What follows belongs to an exercise in optimizing a design on an open flow for small area, a short achievable clock period and few clock cycles; a production flow would make more cautious choices.
The RTL was checked by simulation tests, not by an equivalence proof against the original design.
No activity file was given, so power comes from the tool's default toggle rates.

--- flow/flow/run.sh ---
#!/bin/bash
# The standard layout (the standard.sh: ORFS synthesis to final layout) with
# these changes:
#  - repair_timing aims for 6.4 ns of setup slack instead of 0, so the resizer
#    keeps working on paths well below the 10 ns clock period;
#  - it may resize cells to other drive strengths before global routing too
#    (MATCH_CELL_FOOTPRINT=0; the platform's default allows only same-footprint
#    swaps there);
#  - the buffer that every input and output port gets is a buf_4 rather than
#    the delay cell buffer_ports picks by itself.
# Should the incremental reroute after the post-global-route repair stop on an
# overflowing gcell, global routing is redone without that repair.
# make's full output goes to the flow_*.log files in this folder; ORFS keeps
# each tool's own log under orfs/logs/.
set -uo pipefail
M=(SETUP_SLACK_MARGIN=6.4 MATCH_CELL_FOOTPRINT=0 "BUFFER_PORTS_ARGS=-buffer_cell sky130_fd_sc_hd__buf_4")
bash standard.sh "${M[@]}" cts > flow_cts.log 2>&1 || exit 1
if ! bash standard.sh "${M[@]}" grt > flow_grt.log 2>&1; then
    bash standard.sh "${M[@]}" SKIP_INCREMENTAL_REPAIR=1 grt > flow_grt2.log 2>&1 || exit 1
fi
bash standard.sh "${M[@]}" finish > flow_finish.log 2>&1 || exit 1
--- flow/standard.sh ---
#!/bin/bash
# synth_recipe.tcl (not shown) runs the flow's synth.tcl, then flattens the netlist and writes it again
# the make line also repeats each setting of config.mk as NAME=value (left out here)
make -C /OpenROAD-flow-scripts/flow DESIGN_CONFIG=/design/flow/config.mk WORK_HOME=/design/flow/orfs CLKGATE_MAP_FILE= SYNTH_SCRIPT=/design/flow/synth_recipe.tcl "${@:-finish}"
--- flow/config.mk ---
export PLATFORM = sky130hd
export DESIGN_NAME = control_top
export DESIGN_NICKNAME = control_top
export VERILOG_FILES = /design/flow/design.v
export SDC_FILE = /design/flow/constraint.sdc
export NUM_CORES = 8
export LEC_CHECK = 0
export CAP_MARGIN = 20
export CORE_MARGIN = 2
export CORE_UTILIZATION = 35
export PLACE_DENSITY = 0.6
export SLEW_MARGIN = 40
export SYNTH_HIERARCHICAL = 1
--- flow/constraint.sdc ---
create_clock -name core_clock -period 10.0 [get_ports {clk}]
set_input_delay 2.0000 -clock core_clock [delete_from_list [all_inputs] [get_ports {clk}]]
set_output_delay 2.0000 -clock core_clock [all_outputs]
set_load 0.01 [all_outputs]
--- flow/design.v ---
module alu (
    input  logic [63:0] a,
    input  logic [63:0] b,
    input  logic        sub,
    input  logic        selSum,
    input  logic        selAnd,
    input  logic        selSlt,
    input  logic        selSh,
    input  logic        selLink,
    input  logic [3:0]  shA,         
    input  logic [3:0]  shB,         
    input  logic [3:0]  shC,         
    input  logic [1:0]  shR,         
    input  logic        fillEn,      
    input  logic [31:0] link,
    output logic [63:0] sum,
    output logic [63:0] res,
    output logic        eq,
    output logic        lt
);
logic [63:0] shOut;
add64 add (.a(a), .b(b), .ci(sub), .s(sum));
cmp64 cmp (.a(a), .bn(b), .eq(eq), .lt(lt));
logic [63:0] x1, x3, x5;
logic        fill;
assign fill = fillEn && a[63];
shfirst s0 (.a(a),  .s(shA), .fill(fill), .y(x1));
sh4 #(.S(2)) s1 (.a(x1), .s(shB), .fill(fill), .y(x3));
sh4 #(.S(8)) s2 (.a(x3), .s(shC), .fill(fill), .y(x5));
shlast s3 (.a(x5), .s(shR), .y(shOut));
logic [63:0] misc, other;
assign misc = ({64{selAnd}}  & (a & b))
            | ({64{selSlt}}  & {63'b0, lt})
            | ({64{selLink}} & {32'b0, link});
sel64 mo (.s(selSh),  .d1(shOut), .d0(misc),  .y(other));
sel64 mr (.s(selSum), .d1(sum),   .d0(other), .y(res));
endmodule
module cmp64 (
    input  logic [63:0] a,
    input  logic [63:0] bn,
    output logic        eq,
    output logic        lt
);
logic [63:0] x, y;
logic [63:0] gt0, eq0;
logic [31:0] gt1, eq1;
logic [15:0] gt2, eq2;
logic [7:0]  gt3, eq3;
logic [3:0]  gt4, eq4;
logic [1:0]  gt5, eq5;
always_comb begin
    x = {~a[63], a[62:0]};
    y = {bn[63], ~bn[62:0]};
    for (int i = 0; i < 64; i++) begin
        gt0[i] = x[i] & ~y[i];
        eq0[i] = ~(x[i] ^ y[i]);
    end
    for (int i = 0; i < 32; i++) begin
        gt1[i] = gt0[2*i+1] | (eq0[2*i+1] & gt0[2*i]);
        eq1[i] = eq0[2*i+1] & eq0[2*i];
    end
    for (int i = 0; i < 16; i++) begin
        gt2[i] = gt1[2*i+1] | (eq1[2*i+1] & gt1[2*i]);
        eq2[i] = eq1[2*i+1] & eq1[2*i];
    end
    for (int i = 0; i < 8; i++) begin
        gt3[i] = gt2[2*i+1] | (eq2[2*i+1] & gt2[2*i]);
        eq3[i] = eq2[2*i+1] & eq2[2*i];
    end
    for (int i = 0; i < 4; i++) begin
        gt4[i] = gt3[2*i+1] | (eq3[2*i+1] & gt3[2*i]);
        eq4[i] = eq3[2*i+1] & eq3[2*i];
    end
    for (int i = 0; i < 2; i++) begin
        gt5[i] = gt4[2*i+1] | (eq4[2*i+1] & gt4[2*i]);
        eq5[i] = eq4[2*i+1] & eq4[2*i];
    end
    eq = eq5[1] & eq5[0];
    lt = ~(gt5[1] | (eq5[1] & gt5[0])) & ~eq;
end
endmodule
module add64 (
    input  logic [63:0] a,
    input  logic [63:0] b,
    input  logic        ci,
    output logic [63:0] s
);
logic [63:0] p, g, g1, p1, g2, p2, g4, p4, g8, p8, g16, p16, g32, p32;
assign p = a ^ b;
assign g = (a & b) | {63'b0, p[0] & ci};
kslvl #(.L(1))  l1 (.gi(g),   .pi(p),   .go(g1),  .po(p1));
kslvl #(.L(2))  l2 (.gi(g1),  .pi(p1),  .go(g2),  .po(p2));
kslvl #(.L(4))  l3 (.gi(g2),  .pi(p2),  .go(g4),  .po(p4));
kslvl #(.L(8))  l4 (.gi(g4),  .pi(p4),  .go(g8),  .po(p8));
kslvl #(.L(16)) l5 (.gi(g8),  .pi(p8),  .go(g16), .po(p16));
kslvl #(.L(32)) l6 (.gi(g16), .pi(p16), .go(g32), .po(p32));
assign s = p ^ {g32[62:0], ci};
endmodule
module kslvl #(
    parameter L = 1
)(
    input  logic [63:0] gi,
    input  logic [63:0] pi,
    output logic [63:0] go,
    output logic [63:0] po
);
always_comb
    for (int j = 0; j < 64; j++)
        if (j >= L) begin
            go[j] = gi[j] | (pi[j] & gi[j-L]);
            po[j] = pi[j] & pi[j-L];
        end else begin
            go[j] = gi[j];
            po[j] = pi[j];
        end
endmodule
module shlast (
    input  logic [63:0] a,
    input  logic [1:0]  s,
    output logic [63:0] y
);
always_comb
    for (int i = 0; i < 64; i++)
        y[i] = (s[0] && a[i]) || (s[1] && a[63-i]);
endmodule
module shfirst (
    input  logic [63:0] a,
    input  logic [3:0]  s,
    input  logic        fill,
    output logic [63:0] y
);
logic [63:0] ar;
always_comb
    for (int i = 0; i < 64; i++)
        ar[i] = a[63-i];
assign y = ({64{s[0]}} & a) | ({64{s[1]}} & {fill, a[63:1]}) |
           ({64{s[2]}} & ar) | ({64{s[3]}} & {fill, ar[63:1]});
endmodule
module sh4 #(
    parameter S = 2
)(
    input  logic [63:0] a,
    input  logic [3:0]  s,
    input  logic        fill,
    output logic [63:0] y
);
assign y = ({64{s[0]}} & a) |
           ({64{s[1]}} & {{S{fill}}, a[63:S]}) |
           ({64{s[2]}} & {{2*S{fill}}, a[63:2*S]}) |
           ({64{s[3]}} & {{3*S{fill}}, a[63:3*S]});
endmodule
module sel64 (
    input  logic        s,
    input  logic [63:0] d1,
    input  logic [63:0] d0,
    output logic [63:0] y
);
assign y = s ? d1 : d0;
endmodule
module wbsel (
    input  logic [63:0] mem,
    input  logic [63:0] res,
    input  logic        ld,
    input  logic [2:0]  f3,
    output logic [63:0] q
);
logic [63:0] ldata;
always_comb begin
    case (f3)
        3'b010:  ldata = {31'b0, mem[63], mem[31:0]};
        3'b001:  ldata = {47'b0, mem[63], mem[15:0]};
        3'b100:  ldata = {56'b0, mem[7:0]};
        default: ldata = mem;
    endcase
end
assign q = ld ? ldata : res;
endmodule
module ks16 (
    input  logic [15:0] a,
    input  logic [15:0] b,
    input  logic        ci,
    output logic [15:0] s,
    output logic        co
);
logic [15:0] p, g, pp, gg;
always_comb begin
    p = a ^ b;
    g = a & b;
    g[0] = g[0] | (p[0] & ci);
    pp = p;
    gg = g;
    for (int l = 1; l < 16; l = l * 2)
        for (int j = 15; j >= l; j--) begin
            gg[j] = gg[j] | (pp[j] & gg[j-l]);
            pp[j] = pp[j] & pp[j-l];
        end
end
assign s  = p ^ {gg[14:0], ci};
assign co = gg[15];
endmodule
module incdec16 (
    input  logic [15:0] a,
    output logic [15:0] inc,
    output logic [15:0] dec
);
assign inc = a + 16'd1;
assign dec = a - 16'd1;
endmodule
module inc4_32 (
    input  logic [31:0] a,
    output logic [31:0] s
);
assign s = a + 32'd4;
endmodule
module redir (
    input  logic eq,
    input  logic lt,
    input  logic mEq,
    input  logic mLt,
    input  logic x,
    input  logic early,
    output logic redirE
);
assign redirE = early || (mEq && (eq != x)) || (mLt && (lt != x));
endmodule
module pcsel (
    input  logic        redirE,
    input  logic        predE,
    input  logic        jalrE,
    input  logic        excE,
    input  logic [31:0] jalrTgt,
    input  logic [31:0] tgtE,
    input  logic [31:0] pcp4E,
    input  logic [31:0] pcRest,
    output logic [31:0] pcNext
);
logic [31:0] tgt;
assign tgt = jalrE ? jalrTgt : excE ? 32'd254 : predE ? pcp4E : tgtE;
sel32 fin (.s(redirE), .d1(tgt), .d0(pcRest), .y(pcNext));
endmodule
module sel32 (
    input  logic        s,
    input  logic [31:0] d1,
    input  logic [31:0] d0,
    output logic [31:0] y
);
assign y = s ? d1 : d0;
endmodule
module regread (
    input  logic [31:1]       oh,
    input  logic [64*31-1:0]  data,
    output logic [63:0]       qn        
);
logic [31:1] s;
assign s = oh;
logic [63:0] t [0:10];
genvar k;
generate
    for (k = 0; k < 9; k++) begin : g3
        aoi222_64 g (
            .d0(data[64*(3*k)   +: 64]), .s0(s[3*k+1]),
            .d1(data[64*(3*k+1) +: 64]), .s1(s[3*k+2]),
            .d2(data[64*(3*k+2) +: 64]), .s2(s[3*k+3]),
            .y(t[k])
        );
    end
    for (k = 0; k < 2; k++) begin : g2
        aoi22_64 g (
            .d0(data[64*(27+2*k) +: 64]), .s0(s[28+2*k]),
            .d1(data[64*(28+2*k) +: 64]), .s1(s[29+2*k]),
            .y(t[9+k])
        );
    end
endgenerate
assign qn = ~(~(t[0] & t[1] & t[2] & t[3]) | ~(t[4] & t[5] & t[6] & t[7]) | ~(t[8] & t[9] & t[10]));
endmodule
module aoi222_64 (
    input  logic [63:0] d0, d1, d2,
    input  logic        s0, s1, s2,
    output logic [63:0] y
);
assign y = ~(({64{s0}} & d0) | ({64{s1}} & d1) | ({64{s2}} & d2));
endmodule
module aoi22_64 (
    input  logic [63:0] d0, d1,
    input  logic        s0, s1,
    output logic [63:0] y
);
assign y = ~(({64{s0}} & d0) | ({64{s1}} & d1));
endmodule
module tgtadd (
    input  logic [31:0] a,
    input  logic [19:0] off,
    output logic [31:0] s
);
logic [31:0] b, p, g, pp, gg;
always_comb begin
    b = {{12{off[19]}}, off};
    p = a ^ b;
    g = a & b;
    pp = p;
    gg = g;
    for (int l = 1; l < 32; l = l * 2)
        for (int j = 31; j >= l; j--) begin
            gg[j] = gg[j] | (pp[j] & gg[j-l]);
            pp[j] = pp[j] & pp[j-l];
        end
end
assign s = p ^ {gg[30:0], 1'b0};
endmodule
module opselA (
    input  logic [63:0] d0, d1, d2, d3n,
    input  logic        s0, s1, s2, s3,
    output logic [63:0] q
);
assign q = ({64{s0}} & d0) | ({64{s1}} & d1) | ({64{s2}} & d2) | ({64{s3}} & ~d3n);
endmodule
module opselB (
    input  logic [63:0] d0, d1, d2, d3n, d4,
    input  logic        s0, s1, s2, s3, s4,
    input  logic        inv,
    output logic [63:0] q
);
assign q = (({64{s0}} & d0) | ({64{s1}} & d1) | ({64{s2}} & d2) | ({64{s3}} & ~d3n) |
            ({64{s4}} & d4)) ^ {64{inv}};
endmodule
module control_top(
    output logic [15:0] imem_addr,
    input  logic [31:0] imem_rdata,
    output logic [15:0] dmem_addr,
    output logic [63:0] dmem_wdata,
    output logic dmem_we,
    input  logic [63:0] dmem_rdata,
    output logic halted,
    input logic clk,
    input logic reset
);
logic [31:0] pcF;
logic        vecF;           
logic [31:0] pcI;
logic        vI, vecI, btbI;
logic [31:0] IR, pcD, pcp4D;    
logic [31:1] oh1D, oh2D;     
logic        vD, btbD;
logic [63:0] opA, opB;       
logic [15:0] immE;           
logic [31:0] pcp4E;          
logic [19:0] offE;           
logic        allocE;         
logic        vE;             
logic [4:0]  rdE;            
logic        ldE, stE, jalrE, excE, brkE, predE;
logic [4:0]  rdEr;
logic        ldEr, stEr, allocEr, jalrEr, excEr, brkEr;
logic        mEqEr, mLtEr, earlyEr, xE;    
assign rdE    = vE ? rdEr : 5'd0;
assign ldE    = vE && ldEr;
assign stE    = vE && stEr;
assign allocE = vE && allocEr;
assign jalrE  = vE && jalrEr;
assign excE   = vE && excEr;
assign brkE   = brkEr;
logic [2:0]  f3E;
logic        subE, selSumE, selAndE, selSltE, selShE, selLinkE;
logic [3:0]  shAE, shBE, shCE;
logic [1:0]  shRE;
logic        fillEnE;
logic [63:0] resM;
logic [15:0] addrM;
logic [4:0]  rdM;
logic        ldM, stM;
logic [2:0]  f3M;
logic [63:0] resW;
logic [4:0]  rdW;
logic [31:1] weW;            
logic        ldW;
logic [2:0]  f3W;
logic [63:0] rf [1:31];
logic [31:1] rfv;            
logic        haltR;
logic [63:0] finalW;
wbsel wbsel (.mem(dmem_rdata), .res(resW), .ld(ldW), .f3(f3W), .q(finalW));
always_ff @(posedge clk or posedge reset) begin
    if (reset)
        rfv <= '0;
    else
        rfv <= rfv | weW;
end
always_ff @(posedge clk) begin
    for (int i = 1; i < 32; i++)
        if (weW[i])
            rf[i] <= finalW;
end
logic [63:0] sum, resE;
logic        eqE, ltE, redirE, excRedir;
alu alu (
    .a(opA), .b(opB), .sub(subE),
    .selSum(selSumE), .selAnd(selAndE), .selSlt(selSltE), .selSh(selShE), .selLink(selLinkE),
    .shA(shAE), .shB(shBE), .shC(shCE), .shR(shRE), .fillEn(fillEnE),
    .link(pcp4E),
    .sum(sum), .res(resE), .eq(eqE), .lt(ltE)
);
assign excRedir = excE;
tgtadd tgtadd (.a(pcp4E), .off(offE), .s(tgtE));
logic brkNow, killAll;
assign brkNow  = vE && brkE;
assign killAll = brkNow || haltR;
logic [6:0] opc;
logic [2:0] f3;
logic [4:0] rs1, rs2, rdD;
assign opc = IR[6:0];
assign f3  = IR[14:12];
assign rs1 = IR[19:15];
assign rs2 = IR[24:20];
assign rdD = IR[11:7];
logic isR, isI, isU, isL, isS, isBop, isJRop, isJ, isSys;
assign isR    = opc == 7'b0110011;
assign isI    = opc == 7'b0010011;
assign isU    = opc == 7'b0110111;
assign isL    = opc == 7'b0000011;
assign isS    = opc == 7'b0100011;
assign isBop  = opc == 7'b1100011;
assign isJRop = opc == 7'b1100111;
assign isJ    = opc == 7'b1101111;
assign isSys  = opc == 7'b1110011;
logic isJalr, bf3, isBr, isExc, isBrk, writes, useRs1, useRs2;
assign isJalr = isJRop && f3 == 3'b000;
assign bf3    = (f3 == 3'b001) || (f3 == 3'b100) || (f3 == 3'b101);
assign isBr   = (isBop && (f3 == 3'b000 || bf3)) || (isJRop && bf3);
assign isExc  = !(isR || isI || isU || isL || isS || isBop || isJRop || isJ || isSys);
assign isBrk  = IR == 32'h00100073;
assign writes = isR || isI || isU || isL || isJ || isJalr;
assign useRs1 = isR || isI || isL || isS || isBr || isJalr;
assign useRs2 = isR || isS || isBr;
logic [31:0] offB;
logic        brZero, jZero, predD;
assign offB = (f3 == 3'b000) ? {{20{IR[31]}}, IR[31:20]}
                             : {{20{IR[30]}}, IR[30:25], IR[11:8], 2'b00};
assign brZero = (f3 == 3'b000) ? (IR[31:20] == 12'd0) : ({IR[30:25], IR[11:8]} == 10'd0);
assign jZero  = ({IR[19:12], IR[20], IR[30:21]} == 19'd0);
logic brD, jD;   
assign brD   = isBr && !brZero;
assign jD    = isJ && !jZero;
assign predD = (brD && offB[31]) || jD;
logic subD;
assign subD = isBr || ((isR || isI) && f3 == 3'b010) || (isR && f3 == 3'b000 && IR[31:29] != 3'b000);
logic [63:0] immD;
always_comb begin
    if (isU)
        immD = {{32{IR[31]}}, IR[31:12], 12'b0};
    else if (isS)
        immD = {{52{IR[31]}}, IR[31:25], IR[11:7]};
    else if (isL && f3 == 3'b100)
        immD = {52'b0, IR[31:20]};
    else
        immD = {{52{IR[31]}}, IR[31:20]};
end
logic [63:0] rf1n, rf2n;      
logic [64*31-1:0] rfflat;
always_comb
    for (int i = 1; i < 32; i++)
        rfflat[64*(i-1) +: 64] = rf[i];
regread rd1 (.oh(oh1D), .data(rfflat), .qn(rf1n));
regread rd2 (.oh(oh2D), .data(rfflat), .qn(rf2n));
logic h1E, h1M, h1W, h2E, h2M, h2W;
assign h1E = rdE != 5'd0 && rs1 == rdE;
assign h1M = rdM != 5'd0 && rs1 == rdM;
assign h1W = rdW != 5'd0 && rs1 == rdW;
assign h2E = rdE != 5'd0 && rs2 == rdE;
assign h2M = rdM != 5'd0 && rs2 == rdM;
assign h2W = rdW != 5'd0 && rs2 == rdW;
logic [63:0] opAn, opBn;
logic        a0, a1, a2, a3, b0, b1, b2, b3, b4, useImm;
assign useImm = !(isR || isBr || isS);
assign a0 = !isU && h1E;
assign a1 = !isU && !h1E && h1M;
assign a2 = !isU && !h1E && !h1M && h1W;
assign a3 = !isU && !h1E && !h1M && !h1W;
assign b0 = !useImm && h2E;
assign b1 = !useImm && !h2E && h2M;
assign b2 = !useImm && !h2E && !h2M && h2W;
assign b3 = !useImm && !h2E && !h2M && !h2W;
assign b4 = useImm;
opselA osA (.d0(resE), .d1(resM), .d2(finalW), .d3n(rf1n), .s0(a0), .s1(a1), .s2(a2), .s3(a3),
            .q(opAn));
opselB osB (.d0(resE), .d1(resM), .d2(finalW), .d3n(rf2n), .d4(immD),
            .s0(b0), .s1(b1), .s2(b2), .s3(b3), .s4(b4), .inv(subD), .q(opBn));
logic stallD;
assign stallD = vD && ((useRs1 && ((h1E && ldE) || (h1M && ldM))) ||
                       (useRs2 && ((h2E && ldE) || (h2M && ldM))));
logic refetch, vecRedir;
assign refetch  = stallD;             
assign vecRedir = vI && vecI;
logic [31:0] btbTag, btbTgt, pcF4, tgtE;
logic        btbV, btbHit;
inc4_32 incF (.a(pcF), .s(pcF4));
assign btbHit = btbV && pcF == btbTag;
logic [31:0] pcRest, pcF_next;
always_comb begin
    if (vecRedir)      pcRest = imem_rdata;
    else if (refetch)  pcRest = pcD;
    else if (btbHit)   pcRest = btbTgt;
    else               pcRest = pcF4;
end
redir redir (.eq(eqE), .lt(ltE), .mEq(vE && mEqEr), .mLt(vE && mLtEr), .x(xE),
             .early(vE && earlyEr), .redirE(redirE));
pcsel pcsel (
    .redirE(redirE), .predE(predE), .jalrE(jalrE), .excE(excE),
    .jalrTgt(sum[31:0]), .tgtE(tgtE), .pcp4E(pcp4E), .pcRest(pcRest),
    .pcNext(pcF_next)
);
assign imem_addr = pcF[15:0];
always_ff @(posedge clk or posedge reset) begin
    if (reset) begin
        pcF  <= '0;
        vecF <= 1'b0;
        vI   <= 1'b0;
        vecI <= 1'b0;
        btbI <= 1'b0;
        vD   <= 1'b0;
        btbD <= 1'b0;
        btbV <= 1'b0;
        vE   <= 1'b0;
        haltR <= 1'b0;
    end else begin
        pcF  <= pcF_next;
        vecF <= excRedir;
        vI   <= !(redirE || refetch || vecRedir || killAll);
        vecI <= vecF;
        btbI <= btbHit;
        vD   <= vI && !vecI && !redirE && !refetch && !killAll;
        btbD <= btbI;
        if (allocE)
            btbV <= 1'b1;
        vE   <= vD && !stallD && !redirE && !killAll;
        if (brkNow)
            haltR <= 1'b1;
    end
end
always_ff @(posedge clk) begin
    if (allocE) begin
        btbTag <= pcp4E - 32'd4;
        btbTgt <= tgtE;
    end
    pcI   <= pcF;
    begin
        IR    <= imem_rdata;
        for (int i = 1; i < 32; i++) begin
            oh1D[i] <= imem_rdata[19:15] == 5'(i) && (rfv[i] || weW[i]);
            oh2D[i] <= imem_rdata[24:20] == 5'(i) && (rfv[i] || weW[i]);
        end
        pcD   <= pcI;
    end
end
logic goE;
assign goE = vD && !stallD;
always_ff @(posedge clk or posedge reset) begin
    if (reset) begin
        rdEr   <= '0;
        ldEr   <= 1'b0;
        stEr   <= 1'b0;
        allocEr <= 1'b0;
        jalrEr <= 1'b0;
        excEr  <= 1'b0;
        brkEr  <= 1'b0;
        mEqEr  <= 1'b0;
        mLtEr  <= 1'b0;
        earlyEr <= 1'b0;
    end else begin
        rdEr   <= (goE && writes) ? rdD : 5'd0;
        ldEr   <= goE && isL;
        stEr   <= goE && isS;
        allocEr <= goE && predD && !btbD;
        jalrEr <= goE && isJalr;
        excEr  <= goE && isExc;
        brkEr  <= goE && isBrk;
        mEqEr  <= goE && brD && !f3[2];
        mLtEr  <= goE && brD && f3[2];
        earlyEr <= goE && ((jD && !btbD) || isJalr || isExc);
    end
end
always_ff @(posedge clk) begin
    opA  <= opAn;
    opB  <= opBn;
    immE <= immD[15:0];
    pcp4E <= pcp4D;
end
inc4_32 incD (.a(pcD), .s(pcp4D));
always_ff @(posedge clk) begin
    offE <= isJ ? {IR[19:12], IR[20], IR[30:21], 1'b0} : {{8{offB[11]}}, offB[11:0]};
    predE <= btbD;
    xE    <= btbD ^ f3[0];
    f3E  <= f3;
    subE <= subD;
    selLinkE <= isJ || isJalr;
    selSltE  <= (isR || isI) && f3 == 3'b010;
    selAndE  <= isR && f3 == 3'b111;
    selShE   <= isI && (f3 == 3'b001 || f3 == 3'b101);
    selSumE  <= !(isJ || isJalr || ((isR || isI) && f3 == 3'b010) || (isR && f3 == 3'b111) ||
                  (isI && (f3 == 3'b001 || f3 == 3'b101)));
    for (int k = 0; k < 4; k++) begin
        shAE[k] <= {f3 == 3'b001, IR[20]} == 2'(k);
        shBE[k] <= IR[22:21] == 2'(k);
        shCE[k] <= IR[24:23] == 2'(k);
    end
    shRE     <= {f3 == 3'b001 && !IR[25], f3 != 3'b001 && !IR[25]};
    fillEnE  <= f3 != 3'b001 && IR[29:24] == 6'b010000;
end
logic [63:0] stData;
always_comb begin
    case (f3E)
        3'b010:  stData = {32'b0, opB[31:0]};
        3'b001:  stData = {48'b0, opB[15:0]};
        3'b000:  stData = {56'b0, opB[7:0]};
        default: stData = opB;
    endcase
end
always_ff @(posedge clk or posedge reset) begin
    if (reset) begin
        rdM <= '0;
        ldM <= 1'b0;
        stM <= 1'b0;
        rdW <= '0;
        weW <= '0;
        ldW <= 1'b0;
    end else begin
        rdM <= rdE;
        ldM <= ldE;
        stM <= stE;
        rdW <= rdM;
        for (int i = 1; i < 32; i++)
            weW[i] <= rdM == 5'(i);
        ldW <= ldM;
    end
end
logic [63:0] resMn;
sel64 rsel (.s(stE), .d1(stData), .d0(resE), .y(resMn));
always_ff @(posedge clk) begin
    resM  <= resMn;
    addrM <= opA[15:0] + immE;
    f3M   <= f3E;
    resW  <= resM;
    f3W   <= f3M;
end
assign dmem_addr  = addrM;
assign dmem_wdata = resM;
assign dmem_we    = stM;
assign halted     = haltR;
endmodule
==> results of run 1 <==
-- power groups by stage --
stage	Combinational, mW	Clock (mW)	Sequential [mW]
finish	3.19	10.9	13.3
global route	3.38	11.3	13.3
CTS	3.02	10.9	13.3
detailed placement	2.94	0	13.5
global placement	2.89	0	13.5
floorplan	2.10	0	13.2
-- worst register-to-register path, delay by kind of cell (launching register included) --
kind                      cells  cell delay (ns)
buffers and inverters         1             0.19
and+or+nand+nor               3             0.53
muxes                         2             0.60
DFF                           1             0.42
xor gates and xnor gates      1             0.16
AOI/OAI and AO/OA             6             1.74
-- per-layer routing --
layer | part of all wire [%] | track usage (%)
met5 | 0.10 | 0.362
met4 | 8.6 | 21.8
met3 | 15 | 11.1
met2 | 43 | 45.9
met1 | 34 | 35.9
-- layout make-up --
class / instances / area (µm²)
Clock buffer: 383 / 8000
Fill cell: 33900 / 222000
Tap cell: 4816 / 6030
Clock inverter: 147 / 1430
Inverter: 71 / 273
Timing Repair Buffer: 529 / 4680
Multi-Input combinational cell: 5628 / 47200
Sequential cell: 2708 / 76100
Antenna cell: 24 / 60.1
-- how the worst max path moves through the flow --
stage,start,end,slack (ns),cells past startpoint
2_1_floorplan,reset,allocEr,6.39,1
3_3_place_gp,opA[63],pcF[29],5.30,11
3_5_place_dp,opA[0],opB[16],5.41,10
4_1_cts,shAE[2],opB[16],6.37,13
5_1_grt,shAE[1],opB[23],6.30,13
6_report,shAE[0],opB[4],6.23,13
-- registers in the layout (all words and copies together) (netlist names), 31 cells and up --
register / cells
IR: 32
btbTag: 32
btbTgt: 32
oh1D: 31
oh2D: 31
opA: 64
opB: 64
pcD: 32
pcF: 32
pcI: 32
pcp4E: 32
resM: 64
resW: 64
rf: 1984
rfv: 31
weW: 31
-- placed cells by master, fill, tap and decap left out, types with 102 or more instances in the layout --
cell	count
sky130_fd_sc_hd__a22oi_2	202
sky130_fd_sc_hd__ha_1	154
sky130_fd_sc_hd__nand4_1	301
sky130_fd_sc_hd__a222oi_1	1152
sky130_fd_sc_hd__dfxtp_2	102
sky130_fd_sc_hd__dfxtp_1	313
sky130_fd_sc_hd__clkbuf_16	308
sky130_fd_sc_hd__mux2_4	212
sky130_fd_sc_hd__xor2_1	171
sky130_fd_sc_hd__a22oi_1	579
sky130_fd_sc_hd__dfxtp_4	115
sky130_fd_sc_hd__buf_4	451
sky130_fd_sc_hd__edfxtp_1	2048
sky130_fd_sc_hd__nand3_1	253
sky130_fd_sc_hd__nor2_1	217
sky130_fd_sc_hd__nand2_1	330
sky130_fd_sc_hd__nor3_2	118
sky130_fd_sc_hd__xnor2_1	105
sky130_fd_sc_hd__a21o_1	344
sky130_fd_sc_hd__and2_1	291
-- what timing repair did --
item / CTS / global route
endpoints found under the setup margin: 302 / 127
setup buffers: 17 / 36
cloned: 0 / 8
pin swaps: 39 / 49
resized for setup: 333 / 167
==> impl_metrics.json, run 1 <==
{
  "outcome": "complete, no violations",
  "period_share_pct": 37.7,
  "timing.critical_path.buf_inv": 1,
  "synth_area_um2": 129000,
  "timing.final.setup_violations": 0,
  "gr-usage-all-layers_pct": 30.5,
  "placeableCoreArea_um2": 366000,
  "die_w_um": 610,
  "hp-start": "pcI[11]",
  "drt_first_iter_violations": 24600,
  "worst_slew_pin_slew_ns": 1.04,
  "power_frac_comb_pct": 11.6,
  "number_of_warning_messages_in_the_yosys_log": 21,
  "initial_standard_cell_utilization_of_the_core_pct": 35.2,
  "totalPowerFinal_mw": 27.4,
  "worstReg2RegStart": "shAE[0]",
  "design_area_um2": 144000,
  "critical_path.max_fanout": 8,
  "endpoint_kind": "register",
  "hold_buffers": 0,
  "post_detailed_route_wirelength_per_cell_um": 41.7,
  "timing_max_transition_violations_final": 0,
  "syn_area_per_cell_um2": 13.9,
  "critical_path.slowest_cell": "sky130_fd_sc_hd__a22oi_2",
  "ctsRootBufferMaster": "sky130_fd_sc_hd__clkbuf_16",
  "vias_per_cell": 7.06,
  "min_path_cells": 0,
  "cellLeakagePower_nw": 51.8,
  "cell_chain_critical_path": "buf_16 -> a22oi_2 -> nand2_2 -> a22oi_1 -> nand2_1 -> a22oi_1 -> nand2_2 -> a22o_1 -> mux2_4 -> mux2_4 -> a22oi_2 -> o211ai_2 -> xor2_1",
  "slowest_delay_ns": 0.58,
  "clock_tree.htree_level_count": 5,
  "grt_pass1_vias": 96300,
  "post_synthesis_net_count": 9506,
  "cts_inserted_buffers": 291,
  "worst_slack_ns": 6.23,
  "layout.cells.non_filler": 14300,
  "signal_arrival_time_at_the_worst_endpoint_ns": 4.56,
  "p_seq_share_pct": 48.6,
  "r2r_cells": 13,
  "path_type_of_the_worst_min_delay_path": "reg2reg",
  "worst_r2r_endpoint": "opB[4]",
  "tritoncts": "built",
  "post-place-cells": 13700,
  "drc": 0,
  "utilization_pct": 39.3,
  "max_freq_mhz": 265,
  "routed-via-count": 101000,
  "switching_share_pct": 26.7,
  "drt-total-wl_um": 596000,
  "hold_path_end": "pcD[11]",
  "num_rows": 222,
  "totalNegativeSetupSlack_ns": 0,
  "power_density_nw_per_um2": 190,
  "die_area_um2": 372000,
  "timing_worst_setup_path_type": "reg2reg",
  "critical-path-top-delay-family": "compound AO/OA/AOI/OAI gates",
  "worst_clock_skew_ns": 0.0712,
  "first_pass_iters": 17,
  "grt_overflow_total": 0,
  "wire_length_of_the_first_global_routing_pass_um": 792000,
  "critical_path_required_ns": 10.79,
  "post_synth_inst_count": 9229,
  "timing.reg2reg.setup_slack_ns": 6.23,
  "ctsLongestPathBuffers": 4,
  "dpl_worst_slack_ns": 5.41,
  "maxCapViolCount": 0,
  "synthToLayoutAreaGrowth_pct": 11.8,
  "antenna_found_initial": 52,
  "count_of_antenna_violating_nets_left_after_detailed_routing": 0,
  "overall_die_height_um": 610,
  "total_internal_power_mw": 20.1,
  "placer_congestion_estimate": 1.03,
  "setup.worst_path.start_class": "register",
  "clock_power_share_pct": 39.8,
  "max_rail_drop_vdd_mv": 0.142,
  "post_route_cells_drive_above_1_share_pct": 22.6,
  "max_slew_margin_pct": 31.0,
  "clock_sinks": 2708,
  "dp.final_hpwl_um": 377000,
  "rsz0062_at_grt": "true",
  "power.switching_mw": 7.30,
  "hold-worst-slack_ns": 0.323,
  "clk_latency_ns": 0.97,
  "detailed_place.area_um2": 132000,
  "portBuffers": 195,
  "grt_max_degree": 131,
  "period_minus_ws_final_ns": 3.77,
  "num-nets-final": 9506,
  "hold_viol": 0,
  "top_level_ports": 196,
  "cts.clk_slew.worst_paths_ns": 0.06
}
Testbench counts, summed over its fixed seeds: cycles 36,338.
==> run 2, diff against run 1 <==
--- a/flow/config.mk
+++ b/flow/config.mk
@@ -7,7 +7,8 @@
 export LEC_CHECK = 0
 export CAP_MARGIN = 20
 export CORE_MARGIN = 2
-export CORE_UTILIZATION = 35
+export CORE_UTILIZATION = 30
+export GPL_ROUTABILITY_DRIVEN = 0
 export PLACE_DENSITY = 0.6
 export SLEW_MARGIN = 40
 export SYNTH_HIERARCHICAL = 1
==> run 2 against run 1 <==
Against the previous run: still clean on timing, DRC and antenna; sequential power hardly changed; sequential share of layout area is 0.22 points lower; synthesized cell count stayed put; via count is 1.1% lower; setup slack better by 0.0085 ns; power is 0.71% lower; die area is 17% higher; final area is 0.30% higher; area after synthesis stayed put; combinational power is 2% lower; highest routed layer unchanged.
==> impl_metrics.json, run 2 <==
{
  "outcome": "complete, no violations",
  "cellLeakagePower_nw": 51.6,
  "regMostFlops": "rf",
  "grt_max_degree": 131,
  "hold-worst-slack_ns": 0.318,
  "layout_commonest_cell": "sky130_fd_sc_hd__edfxtp_1",
  "post_route_cells_drive_above_1_share_pct": 21.3,
  "slowest_delay_ns": 0.56,
  "max_rail_drop_vdd_mv": 0.114,
  "period_share_pct": 37.6,
  "die_area_um2": 434000,
  "wire_length_of_the_first_global_routing_pass_um": 763000,
  "dp.final_hpwl_um": 359000,
  "num-nets-final": 9509,
  "post_detailed_route_wirelength_per_cell_um": 37.6,
  "count_of_antenna_violating_nets_left_after_detailed_routing": 0,
  "ctsRootBufferMaster": "sky130_fd_sc_hd__clkbuf_16",
  "cell_chain_critical_path": "buf_4 -> clkbuf_16 -> a22oi_1 -> nand2_1 -> a22oi_1 -> nand2_1 -> a22oi_1 -> nand2_1 -> a22o_4 -> mux2_4 -> mux2_4 -> a22oi_2 -> o211ai_2 -> xor2_1",
  "r2r_cells": 14,
  "critical_path_required_ns": 10.75,
  "leading_cell_types_in_the_layout_fill_and_taps_excluded": "sky130_fd_sc_hd__edfxtp_1 (2,048), sky130_fd_sc_hd__a222oi_1 (1,152), sky130_fd_sc_hd__a22oi_1 (568)",
  "post_synth_inst_count": 9229,
  "synth_area_um2": 129000,
  "multi_input_area_um2": 46800,
  "worst_r2r_endpoint": "opB[59]",
  "hold_path_end": "pcD[21]",
  "totalNegativeSetupSlack_ns": 0,
  "hp-start": "pcI[21]",
  "power_density_nw_per_um2": 188,
  "number_of_warning_messages_in_the_yosys_log": 21,
  "worst_clock_skew_ns": 0.0842,
  "overall_die_height_um": 659,
  "post_synthesis_net_count": 9506,
  "worst_slew_pin_slew_ns": 1.02,
  "maxCapViolCount": 0,
  "rsz0062_at_grt": "true",
  "gr-usage-all-layers_pct": 24.8,
  "clock_sinks": 2708,
  "layout.cells.non_filler": 15200,
  "antenna_found_initial": 48,
  "max_slew_margin_pct": 32.2,
  "clock_tree.htree_level_count": 5,
  "clk_latency_ns": 0.92,
  "max_freq_mhz": 266,
  "critical_path.max_fanout": 24,
  "timing.final.setup_violations": 0,
  "hold_viol": 0,
  "timing_worst_setup_path_type": "reg2reg",
  "grt_pass1_vias": 93400,
  "filler_cell_count": 41500,
  "grt_overflow_total": 0,
  "hold_buffers": 0,
  "critical_path.slowest_cell": "sky130_fd_sc_hd__a22oi_1",
  "tritoncts": "built",
  "timing_max_transition_violations_final": 0,
  "cts.clk_slew.worst_paths_ns": 0.07,
  "drt-total-wl_um": 571000,
  "die_w_um": 659,
  "timing.reg2reg.setup_slack_ns": 6.24,
  "period_minus_ws_final_ns": 3.76,
  "post-place-cells": 14600,
  "cts_inserted_buffers": 286,
  "ctsLongestPathBuffers": 4,
  "final-seq-area_um2": 76000,
  "routed-via-count": 99800,
  "signal_arrival_time_at_the_worst_endpoint_ns": 4.51,
  "drt_first_iter_violations": 25500,
  "worstReg2RegStart": "shAE[2]",
  "endpoint_kind": "register",
  "top_level_ports": 196,
  "setup.worst_path.start_class": "register",
  "synthToLayoutAreaGrowth_pct": 12.2,
  "path_type_of_the_worst_min_delay_path": "reg2reg",
  "syn_area_per_cell_um2": 13.9,
  "largest_register_ffs": 1984,
  "drc": 0,
  "vias_per_cell": 6.58,
  "utilization_pct": 33.8,
  "min_path_cells": 0,
  "placeableCoreArea_um2": 427000,
  "initial_standard_cell_utilization_of_the_core_pct": 30.1,
  "portBuffers": 195,
  "first_pass_iters": 15,
  "num_rows": 240
}
[run 2: cell types whose count changed in the layout (fill, tap and decap cells not counted), moves of 14 or more]
cell and change:
sky130_fd_sc_hd__xor2_2 -25, sky130_fd_sc_hd__dfxtp_1 +40, sky130_fd_sc_hd__a22o_2 -22, sky130_fd_sc_hd__dfxtp_2 -27
sky130_fd_sc_hd__nand2_1 +14, sky130_fd_sc_hd__nand2_2 -14, sky130_fd_sc_hd__xor2_1 +27, sky130_fd_sc_hd__nor3_4 -18
sky130_fd_sc_hd__nor3_2 +15
[run 2: what timing repair did]
action / CTS / global route
endpoints found under the setup margin: 214 / 198
pin swaps: 12 / 82
buffers inserted: 10 / 36
gates resized for setup: 191 / 209
gates cloned: 1 / 8
[run 2: layer usage]
| layer | track usage (%) | up-vias | wire length [µm] |
|---|---|---|---|
| met5 | 0.0111 | - | 120 |
| met1 | 29.3 | 49200 | 190000 |
| met3 | 9.23 | 2379 | 86600 |
| met2 | 36.3 | 9608 | 239000 |
| li1 | - | 38700 | - |
| met4 | 19.5 | 18 | 54900 |
[run 2: final cells by class]
type	instances	share of cell area (%)
clock inverters	142	1.01
well taps	5687	4.94
multi-input cells	5629	32.4
repair buffers	536	3.35
flip-flops and latches	2708	52.7
inverters	71	0.189
clock buffers	358	5.31
diodes	31	0.0538
[run 2: metrics by stage]
stage / total power, mW / setup WS [ns] / area, µm²
6_report: 27.2 / 6.24 / 144000
5_1_grt: 27.8 / 6.28 / 144000
4_1_cts: 27.0 / 6.39 / 143000
3_5_place_dp: 16.4 / 5.82 / 133000
3_3_place_gp: 16.3 / 5.86 / 132000
2_1_floorplan: 15.3 / 6.39 / 129000
[run 2: how the worst max path moves through the flow]
stage,start,end
3_3_place_gp,IR[13],opB[30]
5_1_grt,shAE[2],opB[59]
2_1_floorplan,reset,allocEr
6_report,shAE[2],opB[59]
4_1_cts,opA[1],opB[63]
3_5_place_dp,opA[63],pcF[31]
[run 2: worst max-delay path: cells and delay by family, from the launching register on]
kind            cells  cell delay, ns
compound gates      6            1.56
xor+xnor            1            0.18
buf+inv             2            0.40
flops               1            0.39
mux                 2            0.59
simple gates        3            0.47
[run 2: where the power goes]
part	leakage, nW	internal, mW	switching, mW	total (mW)
combinational	22.6	1.29	1.86	3.14
sequential	24.6	12.6	0.670	13.3
clock	4.43	6.11	4.64	10.8
==> run 3, diff against run 2 <==
--- a/flow/design.v
+++ b/flow/design.v
@@ -442,6 +442,10 @@
 assign brD   = isBr && !brZero;
 assign jD    = isJ && !jZero;
 assign predD = (brD && offB[31]) || jD;
+logic [31:0] tgtD;
+logic        redirD;
+tgtadd tgtaddD (.a(pcp4D), .off(isJ ? {IR[19:12], IR[20], IR[30:21], 1'b0} : {{8{offB[11]}}, offB[11:0]}),
+                .s(tgtD));
 logic subD;
 assign subD = isBr || ((isR || isI) && f3 == 3'b010) || (isR && f3 == 3'b000 && IR[31:29] != 3'b000);
 logic [63:0] immD;
@@ -490,6 +494,7 @@
                        (useRs2 && ((h2E && ldE) || (h2M && ldM))));
 logic refetch, vecRedir;
 assign refetch  = stallD;             
+assign redirD   = vD && !stallD && predD && !btbD;
 assign vecRedir = vI && vecI;
 logic [31:0] btbTag, btbTgt, pcF4, tgtE;
 logic        btbV, btbHit;
@@ -499,6 +504,7 @@
 always_comb begin
     if (vecRedir)      pcRest = imem_rdata;
     else if (refetch)  pcRest = pcD;
+    else if (redirD)   pcRest = tgtD;
     else if (btbHit)   pcRest = btbTgt;
     else               pcRest = pcF4;
 end
@@ -525,10 +531,10 @@
     end else begin
         pcF  <= pcF_next;
         vecF <= excRedir;
-        vI   <= !(redirE || refetch || vecRedir || killAll);
+        vI   <= !(redirE || refetch || vecRedir || redirD || killAll);
         vecI <= vecF;
         btbI <= btbHit;
-        vD   <= vI && !vecI && !redirE && !refetch && !killAll;
+        vD   <= vI && !vecI && !redirE && !refetch && !redirD && !killAll;
         btbD <= btbI;
         if (allocE)
             btbV <= 1'b1;
@@ -576,7 +582,7 @@
         brkEr  <= goE && isBrk;
         mEqEr  <= goE && brD && !f3[2];
         mLtEr  <= goE && brD && f3[2];
-        earlyEr <= goE && ((jD && !btbD) || isJalr || isExc);
+        earlyEr <= goE && (isJalr || isExc);
     end
 end
 always_ff @(posedge clk) begin
@@ -588,8 +594,8 @@
 inc4_32 incD (.a(pcD), .s(pcp4D));
 always_ff @(posedge clk) begin
     offE <= isJ ? {IR[19:12], IR[20], IR[30:21], 1'b0} : {{8{offB[11]}}, offB[11:0]};
-    predE <= btbD;
-    xE    <= btbD ^ f3[0];
+    predE <= btbD || predD;
+    xE    <= (btbD || predD) ^ f3[0];
     f3E  <= f3;
     subE <= subD;
     selLinkE <= isJ || isJalr;
--- a/flow/config.mk
+++ b/flow/config.mk
@@ -8,7 +8,6 @@
 export CAP_MARGIN = 20
 export CORE_MARGIN = 2
 export CORE_UTILIZATION = 30
-export GPL_ROUTABILITY_DRIVEN = 0
 export PLACE_DENSITY = 0.6
 export SLEW_MARGIN = 40
 export SYNTH_HIERARCHICAL = 1
==> run 3 against run 2 <==
Against the previous run: still clean; setup slack worse by 0.38 ns; worst hold slack better by 0.0039 ns; flip-flop and latch count stayed put; largest cell class unchanged.
==> impl_metrics.json, run 3 <==
{
  "max_freq_mhz": 241,
  "routed-via-count": 103000,
  "post_synth_inst_count": 9530,
  "period_minus_ws_final_ns": 4.15,
  "initial_standard_cell_utilization_of_the_core_pct": 30.1,
  "critical_path.max_fanout": 3,
  "synth_area_um2": 131000,
  "slowest_delay_ns": 0.40,
  "placeableCoreArea_um2": 435000,
  "post-place-cells": 14900,
  "max_rail_drop_vdd_mv": 0.143,
  "wire_length_of_the_first_global_routing_pass_um": 791000,
  "hold_viol": 0,
  "antenna_found_initial": 53,
  "clock_tree.htree_level_count": 5,
  "ctsRootBufferMaster": "sky130_fd_sc_hd__clkbuf_16",
  "num-nets-final": 9911,
  "num_rows": 242,
  "leading_cell_types_in_the_layout_fill_and_taps_excluded": "sky130_fd_sc_hd__edfxtp_1 (2,048), sky130_fd_sc_hd__a222oi_1 (1,152), sky130_fd_sc_hd__a22oi_1 (545)",
  "drt_first_iter_violations": 24200,
  "path_type_of_the_worst_min_delay_path": "reg2reg",
  "vias_per_cell": 6.60,
  "rsz0062_at_grt": "true",
  "dp.final_hpwl_um": 376000,
  "totalNegativeSetupSlack_ns": 0,
  "timing_worst_setup_path_type": "reg2reg",
  "portBuffers": 195,
  "die_area_um2": 442000,
  "timing.final.setup_violations": 0,
  "count_of_antenna_violating_nets_left_after_detailed_routing": 0,
  "endpoint_kind": "register",
  "layout.cells.non_filler": 15600,
  "worst_slew_pin_slew_ns": 1.03,
  "grt_pass1_vias": 97200,
  "outcome": "complete, no violations",
  "cts_inserted_buffers": 289,
  "syn_area_per_cell_um2": 13.7,
  "first_pass_iters": 17,
  "timing_max_transition_violations_final": 0,
  "drt-total-wl_um": 596000,
  "die_w_um": 665,
  "grt_overflow_total": 0,
  "number_of_warning_messages_in_the_yosys_log": 21,
  "critical-path-top-delay-family": "simple AND/OR/NAND/NOR gates",
  "ctsLongestPathBuffers": 4,
  "synthToLayoutAreaGrowth_pct": 13.8,
  "tritoncts": "built",
  "regMostFlops": "rf",
  "maxCapViolCount": 0,
  "largest_register_ffs": 1984,
  "layout_commonest_cell": "sky130_fd_sc_hd__edfxtp_1",
  "timing.critical_path.buf_inv": 1,
  "signal_arrival_time_at_the_worst_endpoint_ns": 4.96,
  "design_area_um2": 149000,
  "detailed_place.area_um2": 135000,
  "post_route_cells_drive_above_1_share_pct": 23.8,
  "period_share_pct": 41.5,
  "cellLeakagePower_nw": 53.7,
  "drc": 0,
  "gr-usage-all-layers_pct": 25.3,
  "power_density_nw_per_um2": 196,
  "top_level_ports": 196,
  "worst_clock_skew_ns": 0.0787,
  "post_synthesis_net_count": 9839,
  "max_slew_margin_pct": 31.0,
  "grt_max_degree": 66,
  "placer_congestion_estimate": 1.01,
  "critical_path.slowest_cell": "sky130_fd_sc_hd__or4_1",
  "cell_chain_critical_path": "nand4b_1 -> nor2_4 -> nand2_2 -> and3_4 -> ha_4 -> fa_2 -> a21o_1 -> a221oi_4 -> or3_4 -> nand3_4 -> a221oi_4 -> buf_6 -> o21ai_4 -> or4_1 -> and3_1 -> o41ai_2 -> o21ai_1 -> mux2_4",
  "setup.worst_path.start_class": "register",
  "cell_repeated_most_along_the_worst_path": "sky130_fd_sc_hd__a221oi_4",
  "clk_latency_ns": 0.98,
  "critical_path_required_ns": 10.81,
  "post_detailed_route_wirelength_per_cell_um": 38.2,
  "cts.clk_slew.worst_paths_ns": 0.07,
  "clock_sinks": 2708,
  "overall_die_height_um": 665
}
run 3: area by class of cell:
class	count	area, µm²
Fill cell	42100	286000
Clock buffer	376	7980
Tap cell	5734	7170
Sequential cell	2708	76100
Multi-Input combinational cell	5906	50000
Timing Repair Buffer	621	5930
Antenna cell	43	108
Clock inverter	145	1350
Inverter	76	292
run 3: where the power goes:
group | internal (mW) | total [mW] | switching, mW
clock | 6.15 | 10.9 | 4.73
combinational | 2.00 | 4.84 | 2.84
sequential | 12.6 | 13.4 | 0.765
run 3: through the flow:
step / hold WS [ns] / setup WS [ns] / power [mW] / util [%]
2_1_floorplan: 0.310 / 5.91 / 16.1 / -
3_3_place_gp: 0.310 / 5.27 / 17.7 / 31.0
3_5_place_dp: 0.312 / 5.27 / 17.7 / 31.1
4_1_cts: 0.326 / 5.88 / 28.7 / 33.8
5_1_grt: 0.328 / 5.73 / 29.8 / 34.3
6_report: 0.322 / 5.85 / 29.1 / 34.3
run 3: metal layers:
metal,routed length [µm],GRT usage (%),vias to the layer above
met5,504,0.716,-
met4,47800,16.8,30
met3,88500,9.39,2149
met2,257000,38.3,9376
met1,202000,30.0,51400
li1,-,-,40100
run 3: path summary, 6_finish.rpt:
path / from / end / slack, ns / depth (start not counted)
max reg2reg: IR[4] / pcF[28] / 5.85 / 18
min reg2reg: pcI[0] / pcD[0] / 0.32 / 0
min in group asynchronous: reset / stM / 1.12 / 2
max: IR[4] / pcF[28] / 5.85 / 18
min: pcI[0] / pcD[0] / 0.32 / 0
max in group asynchronous: reset / rfv[21] / 7.27 / 4
run 3: repair_timing:
item	CTS	global route
hold buffers	0	0
setup endpoints to repair	292	170
pin swaps	92	140
gates resized for setup	397	298
cloned	8	14
setup buffers	70	66
Testbench counts of run 3, summed over its fixed seeds: cycles 35,941.

-- separate check: timing with driven ports --
The flow's constraints put no driver on any port. The routed layouts listed below were extracted and timed again, unchanged, in two steps. Step 1 assumes that a clkbuf_16 drives the clock port and a buf_2 every other input. Step 2 adds t to the input delays and takes it off the output delays; t is the mean of the earliest and latest rising clock arrival at the registers after step 1. Input paths then give back, and output paths get back, about the clock's delay inside the block. Slacks: ideal / step 1 / step 2; pairs: ideal / step 1.
run	t (ns)	setup slack, ns	worst register clock-pin slew, ns
run 1	1.060	6.227 / 6.227 / 6.179	0.07 / 0.07
run 2	1.006	6.236 / 6.236 / 6.207	0.07 / 0.07
run 3	1.049	5.853 / 5.853 / 5.853	0.07 / 0.07
After both steps setup and hold are still met in every run listed. For run 1, which loses most, drivers alone change the setup slack by 0.000 ns; drivers and shift together by -0.048 ns.
